This is an optimization exercise on Yosys and OpenROAD, whose aim is small area, not a production implementation. Function was checked by simulation only, so behaviour that the tests miss may differ from the original. The clock cells of runs 5 and 6 come from the design's own scripts or RTL, not from TritonCTS. The flow treats the clock pin as an ideal source. Dropping or thinning the clock tree relies on that and would not hold on a real chip. Power is estimated from default activity; no workload was simulated.

[flow/design.v]
module testcounter(clk,rst,sw1,sw2,sw3, sw4, teststart,teststop1,teststop2,
						teststop3,teststop4,led,clkout);
    input clk;
	input rst;
    input sw1;
	 input sw2;
	 input sw3;
	 input sw4;
	 output [4:0] led;
    output teststart;
    output teststop1;
	 output teststop2;
	 output teststop3;
	 output teststop4;
	 output clkout;
reg [27:0] test1;
reg [3:0] test2;
reg [27:0] value;
reg [11:0] shift1;
reg [11:0] shift2;
reg [2:0] cnt;
reg teststart1;
reg teststop;
reg [4:0] ledreg;
wire sw1;
wire teststart;
wire sw3_sync;
wire sw2_sync;
wire clk4x;
wire clk1x;
parameter s0=0, s1=1,s2=2,s3=3;
reg [1:2] cs;
reg trig_pulse;
reg inc;
reg rst1;
reg rst2;
reg [3:0] pulse_cnt;
reg [16:0] delay_cnt;
wire time_5sec;
assign clkout=trig_pulse; 
assign clk4x=clk;
assign teststart =  teststart1;
assign teststop1  =  teststop;
assign teststop2 =   teststop;
assign teststop3 =   teststop;
assign teststop4 =   teststop;
 always  @(posedge clk4x or posedge rst)
 if(rst)
 	shift1<=0;
 else	 if (~sw3)	 
  shift1<=12'h3ff; 
 else	if (shift1==5)
  shift1<=shift1;
 else
 	shift1<=shift1-1;
assign sw3_sync = (shift1==10)?1:0;
always  @(posedge clk4x or posedge rst)
 if (rst)
 	test1<=0;
 else if(trig_pulse)
 	test1<=0;
else if (test1==28'h0_C0_00_00)
  test1<=test1;
 else
 	test1<=test1+1;
always  @(posedge clk4x or posedge rst)
 if (rst)
 	delay_cnt<=0;
 else if(rst1)
 	delay_cnt<=0;
 else	
  delay_cnt<=delay_cnt+1;
assign  time_5sec=delay_cnt[16]&delay_cnt[15];
always  @(posedge clk4x or posedge rst)
 if (rst)
 	pulse_cnt<=0;
 else if(rst2)
   pulse_cnt<=0;
 else	if(inc) 
  pulse_cnt<=pulse_cnt+1;
 else
 	pulse_cnt<=pulse_cnt;
always @(posedge clk4x or posedge rst)
if(rst)
	begin
	cs<=s0;
	trig_pulse<=0;
	inc <=0;
	rst1<=1;
	rst2<=1;
	end
else
begin
case(cs)
s0:	begin 
		trig_pulse<=0;
		inc<=0;
		rst1<=1;
		rst2<=1;
		if(sw3_sync==1) 
			cs <= s1 ;
		else 
			cs <= s0;
		end
s1:	begin
		trig_pulse<=1;
		if(sw4==0) 
			cs <=s2;
		else
			cs <=s0; 	 
		end
s2:	begin
			trig_pulse<=0;
			inc<=0;
			rst1<=0;
			rst2<=0;
			if(time_5sec==1)
				begin
				cs<=s3;
				rst1<=1;
				end
			else
				cs<=s2;
		end
s3:	begin
      trig_pulse<=1;
		inc<=1;
		if(pulse_cnt==8)
			cs<=s0;
		else
			cs<=s2;
		end
default: cs<=s0;
endcase
end
always @(negedge clk4x or posedge rst)
if(rst)
	teststart1<=0;
else if (test1==80)
	teststart1<=1;
else if (test1==90) 
	teststart1<=0;
else
	teststart1<=teststart1;
always @(negedge clk4x or posedge rst)
if(rst)
	teststop<=0;
else if (test1==value+80)
	teststop<=1;
else if (test1==value+90) 
	teststop<=0;
 always  @(posedge clk4x or posedge rst)
 if(rst)
 	shift2<=0;
 else	 if (~sw2)	  
  shift2<=12'h3ff;
 else	if (shift2==5)
  shift2<=shift2;
 else
 	shift2<=shift2-1;
assign sw2_sync = (shift2==10)?1:0;
always @(negedge clk4x or posedge rst)
if (rst)
	cnt<=0;
else if (cnt==5)
	cnt<=0;
else if (sw2_sync)
	cnt<= cnt + 1;		
else 
	cnt<=cnt;
always @ (cnt or   sw1)
case ({~sw1,cnt})	  
0:	value<=25;        
1:	value<=125;  
2:	value<=250; 
3:	value<=1250; 
4:	value<=2250; 
8:	 value<=25_000; 
9:	 value<=125_000; 
10: value<=250_000; 
11: value<=1250_000; 
12: value<=2250_000; 
default:	value<=25; 
endcase
always @ (cnt)
case (cnt)
0:	ledreg<= 5'b00001;
1:	ledreg<= 5'b00010;
2:	ledreg<= 5'b00100;
3:	ledreg<= 5'b01000;
4:	ledreg<= 5'b10000;
default:	ledreg<= 5'b00001;
endcase
assign led[0] = ledreg[0]& (~delay_cnt[14]);
assign led[1] = ledreg[1]&(~delay_cnt[14]);
assign led[2] = ledreg[2]&(~delay_cnt[14]);
assign led[3] = ledreg[3]&(~delay_cnt[14]);
assign led[4] = ledreg[4]&(~delay_cnt[14]);
endmodule
[flow/run.sh]
#!/bin/bash
# synth_recipe.tcl (not shown) runs the flow's synth.tcl, then flattens the netlist and writes it again
# the make line also repeats each setting of config.mk as NAME=value (left out here)
make -C /OpenROAD-flow-scripts/flow DESIGN_CONFIG=/design/flow/config.mk WORK_HOME=/design/flow/orfs CLKGATE_MAP_FILE= SYNTH_SCRIPT=/design/flow/synth_recipe.tcl finish
[flow/config.mk]
export PLATFORM = sky130hd
export DESIGN_NAME = testcounter
export DESIGN_NICKNAME = testcounter
export VERILOG_FILES = /design/flow/design.v
export SDC_FILE = /design/flow/constraint.sdc
export NUM_CORES = 4
export LEC_CHECK = 0
export CAP_MARGIN = 20
export CORE_MARGIN = 2
export CORE_UTILIZATION = 40
export SLEW_MARGIN = 20
[flow/constraint.sdc]
create_clock -name core_clock -period 20.0 [get_ports {clk}]
set_input_delay 4.0000 -clock core_clock [delete_from_list [all_inputs] [get_ports {clk}]]
set_output_delay 4.0000 -clock core_clock [all_outputs]
set_load 0.01 [all_outputs]
==> impl_metrics.yaml, run 1 <==
min_path:
  hold_path.class: "reg2reg"
worst_setup_path:
  crit_required_ns: 16.00
  cpPeakStageDelay_ns: 1.01
  cp_slowest_cell: "dfrtn_1"
  start_kind: "flip-flop"
  critical_path_arrival_ns: 13.02
  end_kind: "output port"
  worstPathCellList: "clkinv_1 -> ha_1 -> and3b_1 -> clkdlybuf4s50_1"
  crit_type: "reg2out"
  cp_max_fo: 29
route:
  vias_per_cell: 5.20
  remaining_drc_errors: 0
  first_pass_iters: 6
  num_vias: 3898
  wl_met2_um: 4920
  wire_per_inst_um: 14.0
  m1WireLength_um: 5090
  first_iter_violations: 180
  drt-total-wl_um: 10500
  drtAntennaViolNets: 0
  highest_layer: "met4"
  dr_wl_met3_um: 315
layout:
  layout_common_cells: "nor2_1 (77), dfrtp_1 (77), xnor2_1 (50)"
  finalNetCount: 603
  drive_gt1_share_pct: 7.44
  areaGrowthSynthToFinish_pct: 9.86
  diodes: 0
timing:
  skew_ns: 0.0103
  finalMaxSlewViolations: 0
  setup_ws_ns: 2.98
  relSlewSlack_pct: 36.3
  hold_violations: 0
  worstMarginPinSlew_ns: 0.953
  rsz0062_at_grt: "false"
  setup_viol: 0
  setup-tns-final_ns: 0
clock_tree:
  clock_latency_ns: 0.35
  cts_setup_buffers: 0
  cts-root-buf: "clkbuf_16"
  ctsHtreeMaxLevel: 3
  ctsResizeCount: 0
  cts_hold_buffers: 0
  clock-sinks: 84
  cts_buffers: 9
  clock_tree.buffer_depth: 2
  cts_tree: "yes"
  path_clk_slew_ns: 0.06
global_route:
  grt_pass1_wl_um: 18300
  overflow: 0
  antenna_found_initial: 0
  track_usage_pct: 16.0
  grt_pass1_vias: 3844
  grt_max_degree: 44
synth:
  yosysSeqAreaShare_pct: 39.9
  ys.flop_type: "dfrtp_1"
  async_flop_share_pct: 100
  netlist_area_um2: 5280
  synth_cell_types: 73
  avgSynthCellArea_um2: 9.26
  synth_cells: 570
  ys_ff_latch: 84
  syn_nets: 600
  ys_warn_count: 1
  synth-edff-count: 0
power_and_ir_drop:
  ir_drop_mv: 0.0420
  switching_share_pct: 22.4
  clkPwrFrac_pct: 46.1
  intPower_w: 0.000274
  p_per_area_nw_per_um2: 60.8
  power_frac_comb_pct: 5.1
  netSwitchingPower_w: 0.0000788
  leakage_nw: 2.38
  p_seq_share_pct: 48.8
placed_design:
  hpwlAfterDp_um: 7530
  place_congestion: 0.856
  port_buffers: 16
  dp_slack_ns: 2.97
floorplan:
  start_util_pct: 41.3
  fp.dieW_um: 119
  die_h_um: 119
  design.die.area_um2: 14100
  num_io_pins: 17
  rows: 41
  core_um2: 12800
status:
  status: "complete, no violations"
run:
  drv_cap: 0
power by group through the flow:
stage               Sequential (W)  Combinational (W)  Clock [W]
global route              0.000172          0.0000205   0.000175
detailed placement        0.000175          0.0000183          0
floorplan                 0.000175          0.0000141          0
CTS                       0.000172          0.0000184   0.000168
global placement          0.000175          0.0000177          0
finish                    0.000172          0.0000179   0.000162
worst max-delay path: cells and delay by family (launching register included):
kind,cells,cell delay [ns]
buffers and inverters,2,1.01
AND/OR/NAND/NOR,1,0.21
adder cells (fa/ha/maj),1,0.45
flip-flops,1,1.01
cells in the mapped netlist (3+ instances only):
cell type,count,area [um^2]
inv_1,24,90.1
a31oi_1,3,18.8
o22ai_1,3,18.8
and4_1,5,43.8
o21ai_1,6,30.0
or3_1,6,37.5
buf_4,7,52.6
ha_1,24,300
o21ai_0,15,75.1
mux2i_1,4,40.0
buf_6,3,33.8
xnor2_1,50,438
nand3_1,34,170
or4_4,3,33.8
buf_2,5,25.0
nand2_1,39,146
dfrtn_1,5,125
nand4_1,9,56.3
nor2_1,77,289
clkbuf_1,8,30.0
o2111ai_1,3,26.3
dfrtp_1,77,1930
nor4_1,9,56.3
nor2b_1,10,62.6
and3_1,11,68.8
and2_1,5,31.3
a211oi_1,4,30.0
nor3_1,11,55.1
xor2_1,35,307
a21oi_1,20,100
per-layer routing:
metal  vias up  track usage (%)
li1       1959                -
met1      1882             21.2
met2        41             25.5
met3        16             3.26
met4         0             6.40
met5         -                0
flip-flops by register name, indices dropped and copies added, names as in the netlist:
signal	cells
cnt	3
inc	1
rst1	1
test1	28
teststart1	1
cs	2
teststop	1
rst2	1
delay_cnt	17
pulse_cnt	4
shift2	12
trig_pulse	1
shift1	12
final cells by class:
cell class,count,area [um^2]
Sequential cell,84,2100
Fill cell,1198,6970
Inverter,25,95.1
Tap cell,172,215
Clock inverter,5,52.6
Timing Repair Buffer,17,168
Multi-Input combinational cell,436,2930
Clock buffer,11,233
worst paths after layout:
check | start | to | slack, ns | cells after the start
max in group asynchronous | rst | teststop | 5.54 | 2
worst max register to register | test1[18] | teststop | 7.76 | 7
worst max-delay path | cnt[2] | led[3] | 2.98 | 4
worst min-delay path | delay_cnt[0] | delay_cnt[0] | 0.44 | 1
min in group asynchronous | rst | delay_cnt[5] | 4.08 | 2
worst min register to register | delay_cnt[0] | delay_cnt[0] | 0.44 | 1
metrics by stage:
stage / cell area (um^2) / power [W] / utilization (%) / hold slack [ns] / instances
after floorplan: 5280 / 0.000189 / - / 0.417 / 570
after global placement: 5510 / 0.000193 / 43.2 / 0.431 / 734
after detailed placement: 5510 / 0.000194 / 43.2 / 0.438 / 734
after CTS: 5800 / 0.000358 / 45.4 / 0.447 / 750
after global routing: 5800 / 0.000368 / 45.4 / 0.499 / 750
final: 5800 / 0.000353 / 45.4 / 0.444 / 750
logic make-up (layout without fill, tap and decap cells):
kind of cell	count (synthesis)	count (layout)	share of synthesized area (%)
xor+xnor	85	85	14.1
buf+inv	50	58	4.60
flops	84	84	39.9
fa+ha+maj	24	24	5.69
mux	6	6	1.33
compound gates	68	68	8.27
simple gates	253	253	26.1
==> inputs of run 2 (changes only) <==
==> flow/design.v (replaced) <==
module testcounter(clk,rst,sw1,sw2,sw3,sw4,teststart,teststop1,teststop2,
                   teststop3,teststop4,led,clkout);
  input clk;
  input rst;
  input sw1;
  input sw2;
  input sw3;
  input sw4;
  output [4:0] led;
  output teststart;
  output teststop1;
  output teststop2;
  output teststop3;
  output teststop4;
  output clkout;
  localparam [11:0] DB_RST  = 12'h1b7;
  localparam [11:0] DB_LOAD = 12'h275;
  reg [11:0] shift1;
  reg [11:0] shift2;
  wire z1 = ~|shift1[10:0];
  wire z2 = ~|shift2[10:0];
  wire fb1 = (shift1[11] ^ shift1[7] ^ shift1[1] ^ shift1[0]) & ~z1;
  wire fb2 = (shift2[11] ^ shift2[7] ^ shift2[1] ^ shift2[0]) & ~z2;
  wire sw3_sync = shift1[11] & z1;
  wire sw2_sync = shift2[11] & z2;
  always @(posedge clk or posedge rst)
    if (rst)       shift1 <= DB_RST;
    else if (~sw3) shift1 <= DB_LOAD;
    else           shift1 <= {shift1[10:0], fb1};
  always @(posedge clk or posedge rst)
    if (rst)       shift2 <= DB_RST;
    else if (~sw2) shift2 <= DB_LOAD;
    else           shift2 <= {shift2[10:0], fb2};
  reg [21:0] test1;
  reg trig_pulse;
  always @(posedge clk or posedge rst)
    if (rst)             test1 <= 0;
    else if (trig_pulse) test1 <= 0;
    else                 test1 <= test1 + {21'd0, ~(test1[21] & test1[20])};
  localparam [1:0] S0 = 2'd0, S1 = 2'd1, S2 = 2'd2, S3 = 2'd3;
  reg [1:0] cs;
  reg [3:0] pulse_cnt;
  wire time_5sec = ~trig_pulse & test1[16] & test1[15];
  always @(posedge clk or posedge rst)
    if (rst) begin
      cs <= S0;
      trig_pulse <= 1'b0;
      pulse_cnt <= 4'd0;
    end else begin
      trig_pulse <= cs[0];
      case (cs)
        S0: begin
          pulse_cnt <= 4'd0;
          if (sw3_sync) cs <= S1;
        end
        S1: cs <= sw4 ? S0 : S2;
        S2: if (time_5sec) cs <= S3;
        S3: begin
          pulse_cnt <= pulse_cnt + 4'd1;
          cs <= pulse_cnt[3] ? S0 : S2;
        end
      endcase
    end
  reg [2:0] cnt;
  always @(negedge clk or posedge rst)
    if (rst)             cnt <= 3'd0;
    else if (cnt == 3'd5) cnt <= 3'd0;
    else if (sw2_sync)   cnt <= cnt + 3'd1;
  reg [21:0] value;
  always @(*)
    case ({~sw1, cnt})
      4'd0:  value = 22'd25;
      4'd1:  value = 22'd125;
      4'd2:  value = 22'd250;
      4'd3:  value = 22'd1250;
      4'd4:  value = 22'd2250;
      4'd8:  value = 22'd25000;
      4'd9:  value = 22'd125000;
      4'd10: value = 22'd250000;
      4'd11: value = 22'd1250000;
      4'd12: value = 22'd2250000;
      default: value = 22'd25;
    endcase
  reg teststart1;
  reg teststop;
  wire [21:0] start_pt = teststart1 ? 22'd90 : 22'd80;
  wire [21:0] stop_pt  = value + (teststop ? 22'd90 : 22'd80);
  always @(negedge clk or posedge rst)
    if (rst) teststart1 <= 1'b0;
    else     teststart1 <= teststart1 ^ (test1 == start_pt);
  always @(negedge clk or posedge rst)
    if (rst) teststop <= 1'b0;
    else     teststop <= teststop ^ (test1 == stop_pt);
  assign clkout    = trig_pulse;
  assign teststart = teststart1;
  assign teststop1 = teststop;
  assign teststop2 = teststop;
  assign teststop3 = teststop;
  assign teststop4 = teststop;
  wire blank = cs[1] & ~trig_pulse & test1[14];
  assign led[0] = ((cnt == 3'd0) | (cnt == 3'd5)) & ~blank;
  assign led[1] = (cnt == 3'd1) & ~blank;
  assign led[2] = (cnt == 3'd2) & ~blank;
  assign led[3] = (cnt == 3'd3) & ~blank;
  assign led[4] = (cnt == 3'd4) & ~blank;
endmodule
==> impl_metrics.yaml, run 2 <==
clock_tree:
  ctsResizeCount: 0
  cts-root-buf: "clkbuf_8"
  clock_latency_ns: 0.34
  clock-sinks: 58
  ctsHtreeMaxLevel: 3
  clock_tree.buffer_depth: 2
  path_clk_slew_ns: 0.07
  cts_hold_buffers: 0
  cts_setup_buffers: 0
  cts_tree: "yes"
  cts_buffers: 9
floorplan:
  num_io_pins: 17
  die_h_um: 101
  start_util_pct: 40.9
  rows: 35
  fp.dieW_um: 101
  core_um2: 9150
  design.die.area_um2: 10200
worst_setup_path:
  cpPeakStageDelay_ns: 1.17
  crit_buf_inv: 2
  end_kind: "flip-flop"
  crit_required_ns: 10.16
  start_kind: "input port"
  cpLargestDelayFamily: "buffers and inverters"
  crit_top_cell: "a21oi_1"
  critical_path_arrival_ns: 7.56
  cp_slowest_cell: "clkdlybuf4s50_1"
  crit_type: "in2reg"
  cp_max_fo: 31
  worstPathCellList: "clkdlybuf4s50_1 -> inv_1 -> nand2_1 -> a21oi_1 -> a31oi_1 -> ha_1 -> a211oi_1 -> nor3_1 -> o2111ai_1 -> a21oi_1 -> nor4b_2 -> nor4_2 -> xor2_1"
route:
  drt-total-wl_um: 8310
  num_vias: 2800
  remaining_drc_errors: 0
  first_iter_violations: 171
  wire_per_inst_um: 16.0
  first_pass_iters: 4
  vias_per_cell: 5.38
  drtAntennaViolNets: 0
layout:
  top_register: "test1"
  final_cells: 520
  finalNetCount: 428
  diodes: 0
  final_common_cell: "dfrtp_1"
  layout_common_cells: "dfrtp_1 (39), nand2_1 (33), nor2_1 (32)"
  drive_gt1_share_pct: 12.2
  ff_latch_area_um2: 1470
  reg_top3: "test1: 22 flops, shift1: 12 flops, shift2: 12 flops"
  multi_input_area_um2: 2080
  areaGrowthSynthToFinish_pct: 9.62
  largest_reg_flops: 22
  fillers: 884
synth:
  ys_warn_count: 1
  yosysTopAreaCell: "dfrtp_1"
  ys_ff_latch: 58
  yosys-top-cells-area: "dfrtp_1 (26%), dfstp_2 (9.8%), ha_1 (6.0%), xor2_1 (4.4%), xnor2_1 (4.2%)"
  syn_nets: 420
  netlist_area_um2: 3740
  synth-edff-count: 0
  async_flop_share_pct: 100
  synth.cells.most_frequent: "dfrtp_1 (39), nand2_1 (33), nor2_1 (32), a21oi_1 (21), xor2_1 (19)"
  ys.flop_type: "dfrtp_1"
  synth_cells: 396
  synth_cell_types: 67
  avgSynthCellArea_um2: 9.46
  yosysTopAreaCellShare_pct: 26.1
  synth.most_common_cell: "dfrtp_1"
  yosysSeqAreaShare_pct: 39.2
min_path:
  hold_path.class: "reg2reg"
placed_design:
  port_buffers: 16
  hpwlAfterDp_um: 5830
  place_inst: 504
  place_congestion: 0.862
global_route:
  grt_max_degree: 59
  overflow: 0
  grt_pass1_wl_um: 13900
  gr-usage-met2_pct: 26.5
  track_usage_pct: 17.5
  busiest_layer: "met2"
  grtUsageMet3_pct: 3.26
  grt_pass1_vias: 2716
  antenna_found_initial: 0
  gr-usage-met1_pct: 25.2
timing:
  finalMaxSlewViolations: 0
  setup-tns-final_ns: 0
  setup_viol: 0
  hold_violations: 0
  rsz0062_at_grt: "false"
  worstMarginPinSlew_ns: 1.06
  skew_ns: 0.0163
  relSlewSlack_pct: 28.9
status:
  status: "complete, no violations"
power_and_ir_drop:
  ir_drop_mv: 0.0799
  p_per_area_nw_per_um2: 63.0
  leakage_nw: 1.68
run:
  drv_cap: 0
## run 2: worst paths after layout
kind	startpoint	end	slack [ns]	cells past startpoint
setup / recovery	sw1	teststop	2.60	13
hold / removal	cs[0]	trig_pulse	0.47	0
setup reg to reg	test1[8]	teststop	7.86	7
min in group asynchronous	rst	shift2[6]	4.20	3
hold reg to reg	cs[0]	trig_pulse	0.47	0
max in group asynchronous	rst	teststart1	5.38	3
## run 2: cells by family after synthesis
logic type                 count (synthesis)  share of synthesized area (%)
xor gates and xnor gates                  37                           8.65
muxes                                      4                           1.14
adders and majority gates                 18                           6.01
DFF                                       58                           39.2
buffers and inverters                     33                           5.15
AOI/OAI and AO/OA                         80                           15.2
and+or+nand+nor                          166                           24.6
## run 2: power by group
group	internal [W]	switching, W
registers	0.000126	0.00000436
clock network	0.0000572	0.0000493
logic	0.0000106	0.0000110
total	0.000194	0.0000647
## run 2: final cells by class
class / count / area share (%)
clock inverter: 7 / 1.71
clock buffer: 9 / 3.02
tap: 111 / 3.38
inverter: 12 / 1.10
multi-input combinational: 305 / 50.7
sequential: 58 / 35.8
timing repair buffer: 18 / 4.27
## run 2: layer usage
layer | share of wire (%) | routed length [um]
met1 | 49 | 4060
met2 | 46 | 3800
met3 | 3.5 | 291
met4 | 1.9 | 157
met5 | 0 | 0
## run 2: stage by stage
stage               power [W]  setup slack (ns)  utilization [%]  hold WS (ns)  area, um^2
finish               0.000258              2.60             44.9         0.465        4110
global placement     0.000153              2.48             42.7         0.443        3910
detailed placement   0.000154              2.37             42.7         0.452        3910
global route         0.000269              2.30             44.9         0.484        4110
CTS                  0.000261              2.69             44.9         0.468        4110
floorplan            0.000149              3.73                -         0.424        3740
==> inputs of run 3 (changes only) <==
--- a/flow/config.mk
+++ b/flow/config.mk
@@ -5,7 +5,9 @@
 export SDC_FILE = /design/flow/constraint.sdc
 export NUM_CORES = 4
 export LEC_CHECK = 0
+export ABC_AREA = 1
 export CAP_MARGIN = 20
 export CORE_MARGIN = 2
-export CORE_UTILIZATION = 40
+export CORE_UTILIZATION = 75
+export PLACE_DENSITY = 0.85
 export SLEW_MARGIN = 20
==> impl_metrics.yaml, run 3 <==
clock_tree:
  ctsResizeCount: 0
  clock_tree.buffer_depth: 2
  clock_latency_ns: 0.35
  path_clk_slew_ns: 0.07
  ctsHtreeMaxLevel: 3
  cts_hold_buffers: 0
  clock-sinks: 58
  cts_buffers: 9
  cts_tree: "yes"
  cts_setup_buffers: 0
  cts-root-buf: "clkbuf_8"
synth:
  ys_warn_count: 1
  synth-edff-count: 0
  yosys-top-cells-area: "dfrtp_1 (26%), nand2_1 (11%), dfstp_2 (9.9%), inv_1 (7.9%), ha_1 (6.1%)"
  synth_cell_types: 41
  yosysTopAreaCell: "dfrtp_1"
  yosysTopAreaCellShare_pct: 26.3
  syn_nets: 502
  avgSynthCellArea_um2: 7.75
  synth.most_common_cell: "nand2_1"
  netlist_area_um2: 3710
  yosysSeqAreaShare_pct: 39.6
  async_flop_share_pct: 100
  ys_ff_latch: 58
  synth_cells: 478
  ys.flop_type: "dfrtp_1"
  synth.cells.most_frequent: "nand2_1 (113), inv_1 (78), dfrtp_1 (39), nor2_1 (38), nand3_1 (28)"
power_and_ir_drop:
  p_seq_share_pct: 47.0
  switching_share_pct: 24.5
  intPower_w: 0.000207
  clkPwrFrac_pct: 45.3
  p_per_area_nw_per_um2: 66.9
  ir_drop_mv: 0.0726
  power_frac_comb_pct: 7.7
  netSwitchingPower_w: 0.0000671
  leakage_nw: 2.14
route:
  drt-total-wl_um: 8680
  num_vias: 3214
  remaining_drc_errors: 0
  first_pass_iters: 6
  wire_per_inst_um: 15.3
  drtAntennaViolNets: 0
  vias_per_cell: 5.66
  first_iter_violations: 259
timing:
  finalMaxSlewViolations: 0
  worstMarginPinSlew_ns: 0.692
  relSlewSlack_pct: 53.9
  rsz0062_at_grt: "false"
  setup-tns-final_ns: 0
  setup_viol: 0
  skew_ns: 0.0204
  hold_violations: 0
  setup_ws_ns: 3.77
placed_design:
  hpwlAfterDp_um: 5730
  port_buffers: 16
  place_congestion: 0.974
  place_inst: 552
  dp_slack_ns: 3.50
worst_setup_path:
  end_kind: "flip-flop"
  critical_path_arrival_ns: 6.41
  crit_type: "in2reg"
  start_kind: "input port"
  crit_required_ns: 10.19
  cp_max_fo: 13
  reg2reg_setup_slack_ns: 8.19
layout:
  drive_gt1_share_pct: 12.2
  largest_reg_flops: 22
  final_cells: 568
  layout_common_cells: "nand2_1 (113), inv_1 (77), dfrtp_1 (39)"
  diodes: 0
  final_common_cell: "nand2_1"
  fillers: 274
  top_register: "test1"
  areaGrowthSynthToFinish_pct: 10.4
  finalNetCount: 520
  reg_top3: "test1: 22 flops, shift1: 12 flops, shift2: 12 flops"
global_route:
  busiest_layer: "met2"
  grt_max_degree: 59
  overflow: 0
  grtUsageMet3_pct: 7.72
  grt_pass1_vias: 3068
  gr-usage-met2_pct: 60.9
  antenna_found_initial: 0
  grt_pass1_wl_um: 14100
  gr-usage-met1_pct: 40.4
  track_usage_pct: 34.5
run:
  drv_cap: 0
floorplan:
  die_h_um: 74.3
  rows: 25
  start_util_pct: 77.9
  design.die.area_um2: 5520
  num_io_pins: 17
  fp.dieW_um: 74.3
  core_um2: 4750
status:
  status: "complete, no violations"
min_path:
  hold_path.class: "reg2reg"
-- run 3: layout make-up --
class	count	area [um^2]	area share (%)
repair buffers	17	168	4.10
well taps	67	83.8	2.05
clock inverters	6	90.1	2.20
multi-input cells	327	1820	44.6
clock buffers	10	138	3.36
flip-flops and latches	58	1470	35.9
inverters	83	319	7.80
-- run 3: final timing paths --
| kind | start | endpoint | depth (start not counted) |
|---|---|---|---|
| worst max-delay path | sw1 | teststop | 17 |
| worst min-delay path | shift1[6] | shift1[7] | 2 |
| worst max register to register | test1[7] | teststart1 | 5 |
| worst min register to register | shift1[6] | shift1[7] | 2 |
| max in group asynchronous | rst | teststop | 3 |
| min in group asynchronous | rst | shift2[9] | 3 |
-- run 3: cells by family after synthesis --
family | synth area share, %
buffers and inverters | 11.1
XOR/XNOR | 4.96
AND/OR/NAND/NOR | 30.4
flip-flops | 39.6
AO/OA/AOI/OAI | 7.80
adder cells (fa/ha/maj) | 6.08
-- run 3: routing by layer --
metal	share of wire (%)	wire, um
met1	40	3480
met2	51	4460
met3	5.6	489
met4	3.0	257
met5	0	0
-- run 3: power by group through the flow --
stage          clock, W  combinational, W  sequential, W
2_1_floorplan         0         0.0000164       0.000130
3_3_place_gp          0         0.0000199       0.000130
3_5_place_dp          0         0.0000206       0.000130
4_1_cts        0.000124         0.0000211       0.000129
5_1_grt        0.000129         0.0000243       0.000129
6_report       0.000124         0.0000210       0.000129
-- run 3: metrics by stage --
step	cell area (um^2)	power, W	utilization, %	hold WS (ns)
floorplan	3710	0.000146	-	0.405
global placement	3860	0.000150	81.3	0.425
detailed placement	3860	0.000151	81.3	0.434
CTS	4090	0.000273	86.1	0.455
global route	4090	0.000282	86.1	0.462
finish	4090	0.000274	86.1	0.453
-- run 3: worst max-delay path, cell delays in order --
cell,delay [ns]
clkdlybuf4s50_1,0.63
nand2_1,0.23
inv_1,0.06
ha_1,0.19
ha_1,0.21
a21oi_1,0.19
nand2_1,0.11
nand2_2,0.10
nand2_1,0.05
nand2_1,0.06
nand2_1,0.06
nor2_1,0.12
nand3_1,0.08
nor2_1,0.09
nand3_1,0.08
nand2_1,0.09
nand2_1,0.06
==> inputs of run 4 (changes only) <==
==> flow/flow/run.sh (new file) <==
#!/bin/bash
# Layout flow: the standard synthesis, then the combinational gates are
# mapped again with an area-oriented ABC script (flip-flops untouched), then
# the standard ORFS flow from floorplan to finish with a smaller clock tree
# and minimum-size port buffers.
set -euo pipefail
W=$(pwd)
F=$W/flow
R=$W/orfs/results/$FLOW_PLATFORM/testcounter/base
LIB=$FLOW_HOME/platforms/$FLOW_PLATFORM/lib/sky130_fd_sc_hd__tt_025C_1v80.lib
YOSYS=$(command -v yosys || echo "$FLOW_HOME/../tools/install/yosys/bin/yosys")

bash standard.sh synth > $W/log_synth_std.txt 2>&1

cp $R/1_2_yosys.v $W/synth_std.v
python3 $F/gencells.py $LIB > $W/cellfuncs.v 2> $W/log_gencells.txt
export REMAP_LIB=$LIB REMAP_IN=$W/synth_std.v REMAP_TOP=$FLOW_TOP REMAP_CELLS=$W/cellfuncs.v
export REMAP_ABC=$F/area.abc REMAP_STAT=$W/remap_stat.txt REMAP_OUT=$W/synth_remap.v
export REMAP_DONT_USE="$(sed -n '/DONT_USE_CELLS/,/^$/p' $FLOW_HOME/platforms/$FLOW_PLATFORM/config.mk | grep -o 'sky130_fd_sc_hd__[a-z0-9_]*' | tr '\n' ' ')"
$YOSYS -c $F/remap.tcl > $W/log_remap.txt 2>&1
cp $W/synth_remap.v $R/1_2_yosys.v
touch $R/1_2_yosys.v

bash standard.sh \
  "CTS_ARGS=-sink_clustering_enable -repair_clock_nets -dont_use_dummy_load -buf_list sky130_fd_sc_hd__clkbuf_8 -sink_clustering_size 30 -sink_clustering_max_diameter 200" \
  "BUFFER_PORTS_ARGS=-buffer_cell sky130_fd_sc_hd__buf_1" \
  finish > $W/log_finish.txt 2>&1
==> flow/flow/area.abc (new file) <==
strash
balance -l
resub -K 6 -l
rewrite -l
resub -K 6 -N 2 -l
refactor -l
resub -K 8 -l
balance -l
resub -K 8 -N 2 -l
rewrite -l
resub -K 10 -l
rewrite -z -l
resub -K 10 -N 2 -l
balance -l
resub -K 12 -l
refactor -z -l
resub -K 12 -N 2 -l
rewrite -z -l
balance -l
balance -l
resub -K 6 -l
rewrite -l
resub -K 6 -N 2 -l
refactor -l
resub -K 8 -l
balance -l
resub -K 8 -N 2 -l
rewrite -l
resub -K 10 -l
rewrite -z -l
resub -K 10 -N 2 -l
balance -l
resub -K 12 -l
refactor -z -l
resub -K 12 -N 2 -l
rewrite -z -l
balance -l
dch -f
amap
==> flow/flow/gencells.py (new file) <==
# Writes a Yosys techmap file with the logic function of every combinational
# sky130hd cell, read from the liberty file, so that a mapped netlist's gates
# can be turned back into logic and mapped again.
import re, sys
lib = open(sys.argv[1]).read()
out = []
for m in re.finditer(r'\n\s*cell\s*\(\s*"?(\w+)"?\s*\)\s*\{', lib):
    name = m.group(1)
    # find the cell body by brace matching
    i = m.end(); depth = 1
    while depth:
        c = lib[i]
        if c == '{': depth += 1
        elif c == '}': depth -= 1
        i += 1
    body = lib[m.end():i]
    if re.search(r'\b(ff|latch|statetable|ff_bank)\s*\(', body): continue
    if 'three_state' in body: continue
    pins = []
    for pm in re.finditer(r'\n\s*pin\s*\(\s*"?(\w+)"?\s*\)\s*\{', body):
        j = pm.end(); d = 1
        while d:
            c = body[j]
            if c == '{': d += 1
            elif c == '}': d -= 1
            j += 1
        pb = body[pm.end():j]
        dm = re.search(r'direction\s*:\s*"?(\w+)"?', pb)
        fm = re.search(r'\bfunction\s*:\s*"([^"]*)"', pb)
        pins.append((pm.group(1), dm.group(1) if dm else None, fm.group(1) if fm else None))
    outs = [p for p in pins if p[1] == 'output']
    ins = [p for p in pins if p[1] == 'input']
    if not outs or any(p[2] is None for p in outs): continue
    names = {p[0] for p in ins}
    if any(set(re.findall(r'[A-Za-z_]\w*', p[2])) - names for p in outs): continue
    lines = [f"module {name}(" + ", ".join(p[0] for p in ins + outs) + ");"]
    for p in ins: lines.append(f"  input {p[0]};")
    for p in outs: lines.append(f"  output {p[0]};")
    for p in outs:
        f = p[2].replace('!', '~').replace('+', '|').replace('*', '&')
        lines.append(f"  assign {p[0]} = {f};")
    lines.append("endmodule")
    out.append("\n".join(lines))
print("(* techmap_celltype *)\n" if False else "", end="")
print("\n\n".join(out))
==> flow/flow/remap.tcl (new file) <==
# Re-maps the combinational gates of the standard synthesis netlist with a
# stronger ABC script; flip-flops are left as they are (same names and cells).
set lib $::env(REMAP_LIB)
yosys read_liberty -lib $lib
yosys read_verilog $::env(REMAP_IN)
yosys hierarchy -top $::env(REMAP_TOP)
yosys techmap -map $::env(REMAP_CELLS)
yosys techmap
yosys opt -fast
yosys opt -purge
set dont_use {}
foreach c $::env(REMAP_DONT_USE) { lappend dont_use -dont_use $c }
yosys abc -liberty $lib {*}$dont_use -script $::env(REMAP_ABC)
yosys opt_clean -purge
yosys splitnets
yosys opt_clean -purge
yosys hilomap -singleton -hicell sky130_fd_sc_hd__conb_1 HI -locell sky130_fd_sc_hd__conb_1 LO
yosys insbuf -buf sky130_fd_sc_hd__buf_4 A X
yosys check -assert -mapped
yosys tee -o $::env(REMAP_STAT) stat -liberty $lib
yosys write_verilog -noattr -nohex -nodec $::env(REMAP_OUT)
==> flow/standard.sh (new file) <==
#!/bin/bash
# synth_recipe.tcl (not shown) runs the flow's synth.tcl, then flattens the netlist and writes it again
# the make line also repeats each setting of config.mk as NAME=value (left out here)
make -C /OpenROAD-flow-scripts/flow DESIGN_CONFIG=/design/flow/config.mk WORK_HOME=/design/flow/orfs CLKGATE_MAP_FILE= SYNTH_SCRIPT=/design/flow/synth_recipe.tcl "${@:-finish}"
--- a/flow/config.mk
+++ b/flow/config.mk
@@ -5,9 +5,8 @@
 export SDC_FILE = /design/flow/constraint.sdc
 export NUM_CORES = 4
 export LEC_CHECK = 0
-export ABC_AREA = 1
 export CAP_MARGIN = 20
 export CORE_MARGIN = 2
-export CORE_UTILIZATION = 75
+export CORE_UTILIZATION = 70
 export PLACE_DENSITY = 0.85
 export SLEW_MARGIN = 20
removed: flow/run.sh
==> impl_metrics.yaml, run 4 <==
layout:
  final_core_util_pct: 79.1
  drive_gt1_share_pct: 7.07
  finalNetCount: 376
  final_common_cell: "nor2_1"
  top_register: "test1"
  diodes: 0
  layout_common_cells: "nor2_1 (73), clkinv_1 (47), dfrtp_1 (39)"
  fillers: 251
  largest_reg_flops: 22
  reg_top3: "test1: 22 flops, shift1: 12 flops, shift2: 12 flops"
  areaGrowthSynthToFinish_pct: 8.17
timing:
  setup_viol: 0
  rsz0062_at_grt: "false"
  setup-tns-final_ns: 0
  finalMaxSlewViolations: 0
  relSlewSlack_pct: 53.3
  worstMarginPinSlew_ns: 0.700
  skew_ns: 0.0165
  hold_violations: 0
worst_setup_path:
  crit_type: "in2reg"
  critical_path_arrival_ns: 7.08
  cpLargestDelayFamily: "compound AO/OA/AOI/OAI gates"
  crit_top_cell: "nor2_1"
  cp_slowest_cell: "a2111oi_0"
  crit_required_ns: 10.16
  cp_max_fo: 8
  cpPeakStageDelay_ns: 0.48
  worstPathCellList: "buf_1 -> clkinv_1 -> o21ai_0 -> a21oi_1 -> nor2_1 -> clkinv_1 -> nor2_1 -> o41ai_1 -> or3_1 -> a2111oi_0 -> o221ai_1 -> nor2_1 -> nand2b_1 -> a211oi_1 -> nor2b_1"
  crit_buf_inv: 3
  end_kind: "flip-flop"
  start_kind: "input port"
synth:
  avgSynthCellArea_um2: 8.50
  netlist_area_um2: 2930
  ys_warn_count: 1
  syn_nets: 350
  synth_cells: 344
global_route:
  overflow: 0
  grt_pass1_wl_um: 10900
  track_usage_pct: 32.3
  grt_pass1_vias: 2315
  antenna_found_initial: 0
  grt_max_degree: 59
route:
  remaining_drc_errors: 0
  num_vias: 2615
  vias_per_cell: 6.26
  wire_per_inst_um: 15.9
  first_iter_violations: 345
  drt-total-wl_um: 6630
  first_pass_iters: 6
  drtAntennaViolNets: 0
clock_tree:
  clock-sinks: 58
  path_clk_slew_ns: 0.06
  cts_setup_buffers: 0
  ctsResizeCount: 0
  cts-root-buf: "clkbuf_8"
  clock_tree.buffer_depth: 2
  cts_hold_buffers: 0
  cts_buffers: 9
  clock_latency_ns: 0.33
  cts_tree: "yes"
  ctsHtreeMaxLevel: 3
floorplan:
  design.die.area_um2: 4710
  start_util_pct: 73.1
  fp.dieW_um: 68.6
  rows: 23
  core_um2: 4000
  num_io_pins: 17
  die_h_um: 68.6
min_path:
  hold_path.class: "reg2reg"
run:
  drv_cap: 0
power_and_ir_drop:
  ir_drop_mv: 0.0583
  p_per_area_nw_per_um2: 68.8
  leakage_nw: 1.23
placed_design:
  place_congestion: 0.995
  hpwlAfterDp_um: 4820
  port_buffers: 16
status:
  status: "complete, no violations"
run 4: worst paths after layout:
kind                               to  startpoint  slack [ns]  cells after the start
max                          teststop         sw1        3.08                     15
min                        trig_pulse       cs[0]        0.42                      0
max reg2reg                  teststop   test1[13]        6.91                     13
min reg2reg                trig_pulse       cs[0]        0.42                      0
max in group asynchronous  teststart1         rst        5.78                      3
min in group asynchronous       cs[1]         rst        3.84                      3
run 4: power breakdown:
group,switching (W),internal (W)
clock,0.0000392,0.0000399
sequential,0.00000230,0.000123
combinational,0.00000922,0.00000450
total,0.0000507,0.000167
run 4: through the flow:
stage | hold WS [ns] | total power, W | instances | setup WS, ns | cell area, um^2
4_1_cts | 0.420 | 0.000218 | 418 | 3.25 | 3160
3_5_place_dp | 0.418 | 0.000140 | 409 | 2.90 | 3040
5_1_grt | 0.450 | 0.000226 | 418 | 2.81 | 3160
3_3_place_gp | 0.407 | 0.000139 | 409 | 3.13 | 3040
6_report | 0.423 | 0.000218 | 418 | 3.08 | 3160
2_1_floorplan | 0.395 | 0.000136 | 344 | 3.82 | 2930
run 4: per-layer routing:
layer / track usage (%) / share of wire, % / vias up
li1: - / - / 1237
met4: 11.3 / 1.4 / 0
met1: 44.7 / 43 / 1235
met3: 7.95 / 8.7 / 17
met5: 0 / 0 / -
met2: 49.8 / 47 / 126
run 4: area by class of cell:
type | count | area (um^2) | share of cell area [%]
Inverter | 48 | 180 | 5.69
Multi-Input combinational cell | 235 | 1250 | 39.6
Clock buffer | 9 | 124 | 3.91
Sequential cell | 58 | 1470 | 46.4
Tap cell | 50 | 62.6 | 1.98
Timing Repair Buffer | 18 | 75.1 | 2.37
==> inputs of run 5 (changes only) <==
==> flow/flow/run.sh (replaced) <==
#!/bin/bash
# Layout flow:
#  1. the standard synthesis (standard.sh synth);
#  2. its combinational gates mapped again with an area-oriented ABC script,
#     flip-flops left as they are (same instances, names and cells);
#  3. the standard ORFS floorplan and placement, with minimum-size port buffers;
#  4. ORFS's CTS step with TritonCTS replaced by a small clock tree: the clock
#     port drives a few clock buffers, each driving one cluster of flip-flops;
#  5. the standard ORFS flow from global routing to finish.
# Each tool's output goes to a log_*.txt file in the work folder.
set -euo pipefail
W=$(pwd)
F=$W/flow
R=$W/orfs/results/$FLOW_PLATFORM/testcounter/base
LIB=$FLOW_HOME/platforms/$FLOW_PLATFORM/lib/sky130_fd_sc_hd__tt_025C_1v80.lib
YOSYS=$(command -v yosys || echo "$FLOW_HOME/../tools/install/yosys/bin/yosys")
KNOBS=("BUFFER_PORTS_ARGS=-buffer_cell sky130_fd_sc_hd__buf_1")

bash standard.sh synth > $W/log_synth_std.txt 2>&1

cp $R/1_2_yosys.v $W/synth_std.v
python3 $F/gencells.py $LIB > $W/cellfuncs.v 2> $W/log_gencells.txt
export REMAP_LIB=$LIB REMAP_IN=$W/synth_std.v REMAP_TOP=$FLOW_TOP REMAP_CELLS=$W/cellfuncs.v
export REMAP_ABC=$F/area.abc REMAP_STAT=$W/remap_stat.txt REMAP_OUT=$W/synth_remap.v
export REMAP_DONT_USE="$(sed -n '/DONT_USE_CELLS/,/^$/p' $FLOW_HOME/platforms/$FLOW_PLATFORM/config.mk | grep -o 'sky130_fd_sc_hd__[a-z0-9_]*' | tr '\n' ' ')"
$YOSYS -c $F/remap.tcl > $W/log_remap.txt 2>&1
cp $W/synth_remap.v $R/1_2_yosys.v
touch $R/1_2_yosys.v

bash standard.sh "${KNOBS[@]}" place > $W/log_place.txt 2>&1

# CTS step with the manual clock tree in place of clock_tree_synthesis
rm -rf $W/scripts_cts
cp -r $FLOW_HOME/scripts $W/scripts_cts
sed -i 's|^log_cmd clock_tree_synthesis {\*}$cts_args$|source $::env(MANUAL_CTS_TCL)\nset_propagated_clock [all_clocks]|' $W/scripts_cts/cts.tcl
grep -q MANUAL_CTS_TCL $W/scripts_cts/cts.tcl
export MANUAL_CTS_TCL=$F/clocktree.tcl CLKNET_NAME=clk
export CLKBUF_CELL=${CLKBUF_CELL:-sky130_fd_sc_hd__clkbuf_8} CLKBUF_N=${CLKBUF_N:-3}
bash standard.sh "${KNOBS[@]}" SCRIPTS_DIR=$W/scripts_cts do-4_1_cts do-4_cts > $W/log_cts.txt 2>&1

bash standard.sh "${KNOBS[@]}" finish > $W/log_finish.txt 2>&1
==> flow/flow/clocktree.tcl (new file) <==
# Manual clock tree: the clock port drives CLKBUF_N buffers directly, each
# driving one cluster of clock sinks (k-means on sink locations) from the
# cluster's centroid.
set block [ord::get_db_block]
set clknet [$block findNet $::env(CLKNET_NAME)]
set master [[ord::get_db] findMaster $::env(CLKBUF_CELL)]
set k $::env(CLKBUF_N)
set sinks {}
foreach it [$clknet getITerms] {
  if {[$it isInputSignal] || 1} {
    set bb [[$it getInst] getBBox]
    lappend sinks [list $it [expr {([$bb xMin] + [$bb xMax]) / 2.0}] [expr {([$bb yMin] + [$bb yMax]) / 2.0}]]
  }
}
set n [llength $sinks]
# initial centres: sinks spread along the sorted-by-x order
set sorted [lsort -real -index 1 $sinks]
set cx {}; set cy {}
for {set c 0} {$c < $k} {incr c} {
  set s [lindex $sorted [expr {int(($c + 0.5) * $n / $k)}]]
  lappend cx [lindex $s 1]; lappend cy [lindex $s 2]
}
for {set iter 0} {$iter < 50} {incr iter} {
  set assign {}
  foreach s $sinks {
    set best 0; set bd 1e30
    for {set c 0} {$c < $k} {incr c} {
      set d [expr {abs([lindex $s 1] - [lindex $cx $c]) + abs([lindex $s 2] - [lindex $cy $c])}]
      if {$d < $bd} {set bd $d; set best $c}
    }
    lappend assign $best
  }
  set nx {}; set ny {}
  for {set c 0} {$c < $k} {incr c} {
    set sx 0; set sy 0; set m 0
    foreach s $sinks a $assign {
      if {$a == $c} { set sx [expr {$sx + [lindex $s 1]}]; set sy [expr {$sy + [lindex $s 2]}]; incr m }
    }
    if {$m > 0} { lappend nx [expr {$sx / $m}]; lappend ny [expr {$sy / $m}] } else { lappend nx [lindex $cx $c]; lappend ny [lindex $cy $c] }
  }
  set cx $nx; set cy $ny
}
for {set c 0} {$c < $k} {incr c} {
  set inst [odb::dbInst_create $block $master clkbuf_m$c]
  set net [odb::dbNet_create $block clknet_m$c]
  $net setSigType CLOCK
  set m 0
  foreach s $sinks a $assign {
    if {$a == $c} { set it [lindex $s 0]; $it disconnect; $it connect $net; incr m }
  }
  [$inst findITerm A] connect $clknet
  [$inst findITerm X] connect $net
  $inst setLocation [expr {int([lindex $cx $c])}] [expr {int([lindex $cy $c])}]
  $inst setPlacementStatus PLACED
  puts "clock buffer clkbuf_m$c drives $m sinks"
}
==> impl_metrics.yaml, run 5 <==
clock_tree:
  ctsResizeCount: 0
  clock_latency_ns: 0.17
  path_clk_slew_ns: 0.11
  cts_hold_buffers: 0
  cts_setup_buffers: 0
worst_setup_path:
  cpLargestDelayFamily: "compound AO/OA/AOI/OAI gates"
  crit_type: "in2reg"
  crit_top_cell: "nor2_1"
  crit_required_ns: 10.01
  cp_max_fo: 8
  cpPeakStageDelay_ns: 0.48
  rr_startpoint: "test1[13]"
  worstPathCellList: "buf_1 -> clkinv_1 -> o21ai_0 -> a21oi_1 -> nor2_1 -> clkinv_1 -> nor2_1 -> o41ai_1 -> or3_1 -> a2111oi_0 -> o221ai_1 -> nor2_1 -> nand2b_1 -> a211oi_1 -> nor2b_1"
  crit_buf_inv: 3
  end_kind: "flip-flop"
  critical_path_arrival_ns: 7.07
  r2r_cells: 13
  cp_slowest_cell: "a2111oi_0"
  start_kind: "input port"
  reg2reg_setup_slack_ns: 6.91
  rr_endpoint: "teststop"
route:
  drt-total-wl_um: 6290
  vias_per_cell: 6.17
  wire_per_inst_um: 15.3
  num_vias: 2544
  first_pass_iters: 4
  first_iter_violations: 284
  drtAntennaViolNets: 0
  remaining_drc_errors: 0
layout:
  ff_latch_area_um2: 1470
  final_common_cell: "nor2_1"
  diodes: 0
  top_register: "test1"
  largest_reg_flops: 22
  reg_top3: "test1: 22 flops, shift1: 12 flops, shift2: 12 flops"
  fillers: 271
  multi_input_area_um2: 1250
  areaGrowthSynthToFinish_pct: 5.35
  drive_gt1_share_pct: 5.52
  finalNetCount: 370
  layout_common_cells: "nor2_1 (73), clkinv_1 (47), dfrtp_1 (39)"
placed_design:
  place_congestion: 0.995
  hpwlAfterDp_um: 4820
  port_buffers: 16
  dp_slack_ns: 2.90
global_route:
  grt_max_degree: 59
  antenna_found_initial: 0
  grtUsageMet3_pct: 2.76
  gr-usage-met2_pct: 47.1
  busiest_layer: "met2"
  track_usage_pct: 29.5
  gr-usage-met1_pct: 44.6
  grt_pass1_wl_um: 10600
  grt_pass1_vias: 2260
  overflow: 0
synth:
  synth_cells: 344
  ys_warn_count: 1
  syn_nets: 350
  avgSynthCellArea_um2: 8.50
  netlist_area_um2: 2930
timing:
  rsz0062_at_grt: "false"
  setup-tns-final_ns: 0
  worstMarginPinSlew_ns: 0.694
  hold_violations: 0
  relSlewSlack_pct: 53.7
  setup_viol: 0
  setup_ws_ns: 2.95
  skew_ns: 0.0161
  finalMaxSlewViolations: 0
run:
  drv_cap: 0
min_path:
  whs_path_depth: 0
  min_to: "trig_pulse"
  hold_path.class: "reg2reg"
  min-delay-start: "cs[0]"
power_and_ir_drop:
  ir_drop_mv: 0.0664
  leakage_nw: 1.18
  p_per_area_nw_per_um2: 58.6
floorplan:
  core_um2: 4000
  rows: 23
  num_io_pins: 17
  fp.dieW_um: 68.6
  start_util_pct: 73.1
  design.die.area_um2: 4710
  die_h_um: 68.6
status:
  status: "complete, no violations"
==> run 5: area by class of cell <==
class	instances	area share, %
repair buffers	18	2.44
flip-flops and latches	58	47.7
multi-input cells	235	40.7
plain buffers	3	1.34
well taps	50	2.03
inverters	48	5.85
==> run 5: per-layer routing <==
metal	wire length, um	vias to the layer above
met1	2760	1218
met5	0	-
met2	2960	98
met3	481	12
li1	-	1216
met4	90	0
==> run 5: worst register-to-register path: stages (launching register included) <==
cell and delay [ns]:
dfrtp_1 0.40, clkinv_1 0.13, o22ai_1 0.14, a221oi_1 0.12, a211o_1 0.29, a221oi_1 0.24, o211ai_1 0.12, or3_1 0.35
a2111oi_0 0.48, o221ai_1 0.23, nor2_1 0.12, nand2b_1 0.08, a211oi_1 0.18, nor2b_1 0.07
==> run 5: where the power goes <==
group          internal, W  total (W)  switching (W)
combinational   0.00000451  0.0000136     0.00000910
sequential        0.000122   0.000125     0.00000213
clock            0.0000140  0.0000424      0.0000283
total             0.000141   0.000181      0.0000396
==> run 5: through the flow <==
stage / utilization (%) / power [W] / instance area (um^2) / hold WS (ns) / std cells
3_3_place_gp: 76.0 / 0.000139 / 3040 / 0.407 / 409
4_1_cts: 77.0 / 0.000182 / 3080 / 0.442 / 412
3_5_place_dp: 76.0 / 0.000140 / 3040 / 0.418 / 409
5_1_grt: 77.0 / 0.000188 / 3080 / 0.470 / 412
6_report: 77.0 / 0.000181 / 3080 / 0.442 / 412
2_1_floorplan: - / 0.000136 / 2930 / 0.395 / 344
==> run 5: worst max path at each step <==
stage | start | end | slack (ns) | cells after the start
after global routing | sw1 | teststop | 2.65 | 15
after CTS | sw1 | teststop | 3.10 | 15
final | sw1 | teststop | 2.95 | 15
after global placement | sw1 | teststop | 3.13 | 15
after floorplan | sw1 | teststop | 3.82 | 13
after detailed placement | sw1 | teststop | 2.90 | 15
==> inputs of run 6 (changes only) <==
--- a/flow/design.v
+++ b/flow/design.v
@@ -15,8 +15,10 @@
   output clkout;
   localparam [11:0] DB_RST  = 12'h1b7;
   localparam [11:0] DB_LOAD = 12'h275;
-  reg [11:0] shift1;
-  reg [11:0] shift2;
+  reg [11:0] q1;
+  reg [11:0] q2;
+  wire [11:0] shift1 = q1 ^ DB_RST;
+  wire [11:0] shift2 = q2 ^ DB_RST;
   wire z1 = ~|shift1[10:0];
   wire z2 = ~|shift2[10:0];
   wire fb1 = (shift1[11] ^ shift1[7] ^ shift1[1] ^ shift1[0]) & ~z1;
@@ -24,13 +26,13 @@
   wire sw3_sync = shift1[11] & z1;
   wire sw2_sync = shift2[11] & z2;
   always @(posedge clk or posedge rst)
-    if (rst)       shift1 <= DB_RST;
-    else if (~sw3) shift1 <= DB_LOAD;
-    else           shift1 <= {shift1[10:0], fb1};
+    if (rst)       q1 <= 12'd0;
+    else if (~sw3) q1 <= DB_LOAD ^ DB_RST;
+    else           q1 <= {shift1[10:0], fb1} ^ DB_RST;
   always @(posedge clk or posedge rst)
-    if (rst)       shift2 <= DB_RST;
-    else if (~sw2) shift2 <= DB_LOAD;
-    else           shift2 <= {shift2[10:0], fb2};
+    if (rst)       q2 <= 12'd0;
+    else if (~sw2) q2 <= DB_LOAD ^ DB_RST;
+    else           q2 <= {shift2[10:0], fb2} ^ DB_RST;
   reg [21:0] test1;
   reg trig_pulse;
   always @(posedge clk or posedge rst)
--- a/flow/flow/run.sh
+++ b/flow/flow/run.sh
@@ -21,10 +21,23 @@
 cp $R/1_2_yosys.v $W/synth_std.v
 python3 $F/gencells.py $LIB > $W/cellfuncs.v 2> $W/log_gencells.txt
 export REMAP_LIB=$LIB REMAP_IN=$W/synth_std.v REMAP_TOP=$FLOW_TOP REMAP_CELLS=$W/cellfuncs.v
-export REMAP_ABC=$F/area.abc REMAP_STAT=$W/remap_stat.txt REMAP_OUT=$W/synth_remap.v
 export REMAP_DONT_USE="$(sed -n '/DONT_USE_CELLS/,/^$/p' $FLOW_HOME/platforms/$FLOW_PLATFORM/config.mk | grep -o 'sky130_fd_sc_hd__[a-z0-9_]*' | tr '\n' ' ')"
-$YOSYS -c $F/remap.tcl > $W/log_remap.txt 2>&1
-cp $W/synth_remap.v $R/1_2_yosys.v
+# try each ABC script (in parallel) and keep the smallest netlist
+for A in $F/abc*.abc; do
+  n=$(basename $A .abc)
+  ( REMAP_ABC=$A REMAP_STAT=$W/remap_stat_$n.txt REMAP_OUT=$W/synth_remap_$n.v \
+      $YOSYS -c $F/remap.tcl > $W/log_remap_$n.txt 2>&1 || true ) &
+done
+wait
+best=""; bestarea=""
+for A in $F/abc*.abc; do
+  n=$(basename $A .abc)
+  a=$(grep -h "Chip area" $W/remap_stat_$n.txt 2>/dev/null | awk '{print $NF}' || true)
+  [[ -n "$a" && -f $W/synth_remap_$n.v ]] || continue
+  if [[ -z "$bestarea" ]] || awk "BEGIN{exit !($a < $bestarea)}"; then best=$n; bestarea=$a; fi
+done
+echo "remap: best $best area $bestarea" > $W/log_remap_choice.txt
+if [[ -n "$best" ]]; then cp $W/synth_remap_$best.v $R/1_2_yosys.v; fi
 touch $R/1_2_yosys.v
 
 bash standard.sh "${KNOBS[@]}" place > $W/log_place.txt 2>&1
==> flow/flow/abc1.abc (new file) <==
strash
&get -n
&deepsyn -T 20
&put
strash
dch -f
amap
&get -n
&st
&deepsyn -T 20
&put
dch -f
amap
==> flow/flow/abc2.abc (new file) <==
strash
&get -n
&deepsyn -T 60
&put
dch -f
amap
==> flow/flow/abc3.abc (new file) <==
strash
balance -l
resub -K 6 -l
rewrite -l
resub -K 6 -N 2 -l
refactor -l
resub -K 8 -l
balance -l
resub -K 8 -N 2 -l
rewrite -l
resub -K 10 -l
rewrite -z -l
resub -K 10 -N 2 -l
balance -l
resub -K 12 -l
refactor -z -l
resub -K 12 -N 2 -l
rewrite -z -l
balance -l
balance -l
resub -K 6 -l
rewrite -l
resub -K 6 -N 2 -l
refactor -l
resub -K 8 -l
balance -l
resub -K 8 -N 2 -l
rewrite -l
resub -K 10 -l
rewrite -z -l
resub -K 10 -N 2 -l
balance -l
resub -K 12 -l
refactor -z -l
resub -K 12 -N 2 -l
rewrite -z -l
balance -l
dch -f
amap
--- a/flow/config.mk
+++ b/flow/config.mk
@@ -7,6 +7,6 @@
 export LEC_CHECK = 0
 export CAP_MARGIN = 20
 export CORE_MARGIN = 2
-export CORE_UTILIZATION = 70
-export PLACE_DENSITY = 0.85
+export CORE_UTILIZATION = 80
+export PLACE_DENSITY = 0.9
 export SLEW_MARGIN = 20
removed: flow/flow/area.abc
==> impl_metrics.yaml, run 6 <==
status:
  status: "complete, no violations"
power_and_ir_drop:
  p_per_area_nw_per_um2: 61.8
  ir_drop_mv: 0.0664
  finalPower_w: 0.000175
  leakage_nw: 1.19
timing:
  holdWs_ns: 0.438
  setup_viol: 0
  rsz0062_at_grt: "false"
  skew_ns: 0.0162
  setup-tns-final_ns: 0
  relSlewSlack_pct: 47.5
  worstMarginPinSlew_ns: 0.781
  hold_violations: 0
  finalMaxSlewViolations: 0
synth:
  synth_cells: 310
  syn_nets: 316
  netlist_area_um2: 2680
  avgSynthCellArea_um2: 8.66
  ys_warn_count: 1
global_route:
  grt_pass1_vias: 2142
  antenna_found_initial: 0
  track_usage_pct: 34.2
  grt_max_degree: 59
  overflow: 0
  grt_pass1_wl_um: 9740
clock_tree:
  path_clk_slew_ns: 0.10
  cts_setup_buffers: 0
  clock_latency_ns: 0.17
  cts_hold_buffers: 0
  ctsResizeCount: 0
floorplan:
  design.die.area_um2: 3830
  core_um2: 3280
  rows: 21
  num_io_pins: 17
  die_h_um: 61.9
  fp.dieW_um: 61.9
  start_util_pct: 81.7
worst_setup_path:
  crit_top_cell: "clkinv_1"
  start_kind: "input port"
  crit_buf_inv: 3
  endpoint: "teststop"
  worstPathCellList: "buf_1 -> clkinv_1 -> a221oi_1 -> nor2_1 -> o21a_1 -> a211oi_1 -> o2111ai_1 -> or3_1 -> nor2b_1 -> clkinv_1 -> o32ai_1 -> nand2b_1"
  cp-startpoint: "sw1"
  reg2reg_setup_slack_ns: 7.42
  crit_required_ns: 10.19
  rr_endpoint: "teststop"
  cp_slowest_cell: "or3_1"
  critical_path_arrival_ns: 6.29
  rr_startpoint: "test1[8]"
  r2r_cells: 10
  end_kind: "flip-flop"
  worst-path-stages: 12
  cp_max_fo: 8
  cpLargestDelayFamily: "compound AO/OA/AOI/OAI gates"
  cpPeakStageDelay_ns: 0.37
  crit_type: "in2reg"
layout:
  largest_reg_flops: 22
  layout_common_cells: "nor2_1 (65), dfrtp_1 (53), clkinv_1 (35)"
  fillers: 175
  finalNetCount: 335
  ff_latch_area_um2: 1450
  reg_top3: "test1: 22 flops, q1: 12 flops, q2: 12 flops"
  top_register: "test1"
  final_common_cell: "nor2_1"
  diodes: 0
  drive_gt1_share_pct: 1.53
  areaGrowthSynthToFinish_pct: 5.36
  multi_input_area_um2: 1070
route:
  vias_per_cell: 6.45
  num_vias: 2407
  remaining_drc_errors: 0
  drtAntennaViolNets: 0
  first_iter_violations: 274
  drt-total-wl_um: 6080
  wire_per_inst_um: 16.3
  first_pass_iters: 5
placed_design:
  port_buffers: 16
  hpwlAfterDp_um: 4500
  place_congestion: 0.984
min_path:
  hold_path.class: "reg2reg"
run:
  drv_cap: 0
==> run 6: cell count changes in the layout (fill, tap and decap cells not counted), moves of 4 or more <==
cell,previous run,this run
o21a_1,5,1
or2_0,13,2
dfstp_2,14,0
o21ai_0,15,21
a21oi_1,13,25
clkinv_1,47,35
dfrtp_1,39,53
nor3b_1,9,0
nand2_1,26,30
nor3_1,13,7
nor2_1,73,65
==> run 6: layout make-up <==
class / instances / share of cell area, %
buffer: 3 / 1.46
timing repair buffer: 17 / 2.39
inverter: 36 / 4.78
tap: 46 / 2.04
sequential: 58 / 51.3
multi-input combinational: 213 / 38.0
==> run 6: worst min path at each step <==
stage / slack (ns) / depth (start not counted) / endpoint / startpoint
6_report: 0.44 / 1 / q1[3] / q1[2]
3_3_place_gp: 0.41 / 1 / q1[4] / q1[3]
2_1_floorplan: 0.39 / 1 / q1[4] / q1[3]
5_1_grt: 0.47 / 1 / q1[3] / q1[2]
3_5_place_dp: 0.43 / 1 / q2[9] / q2[8]
4_1_cts: 0.45 / 1 / q1[3] / q1[2]
==> run 6: stage by stage <==
step           setup slack, ns  instances  area, um^2  utilization, %
6_report                  3.90        373        2830            86.1
5_1_grt                   3.75        373        2830            86.1
4_1_cts                   3.97        373        2830            86.1
3_5_place_dp              3.77        370        2790            84.8
3_3_place_gp              3.85        370        2790            84.8
2_1_floorplan             4.30        310        2680               -
==> run 6: where the power goes <==
group	internal [W]	switching [W]	total [W]
clock	0.0000140	0.0000269	0.0000409
sequential	0.000121	0.00000280	0.000123
combinational	0.00000331	0.00000725	0.0000106
==> run 6: routing by layer <==
layer / GRT usage [%] / share of wire [%] / vias to the layer above / routed length [um]
met1: 48.9 / 41 / 1133 / 2490
met4: 11.6 / 3.2 / 0 / 192
met2: 55.6 / 49 / 141 / 2970
met3: 3.73 / 7.0 / 29 / 425
li1: - / - / 1104 / -
met5: 0 / 0 / - / 0
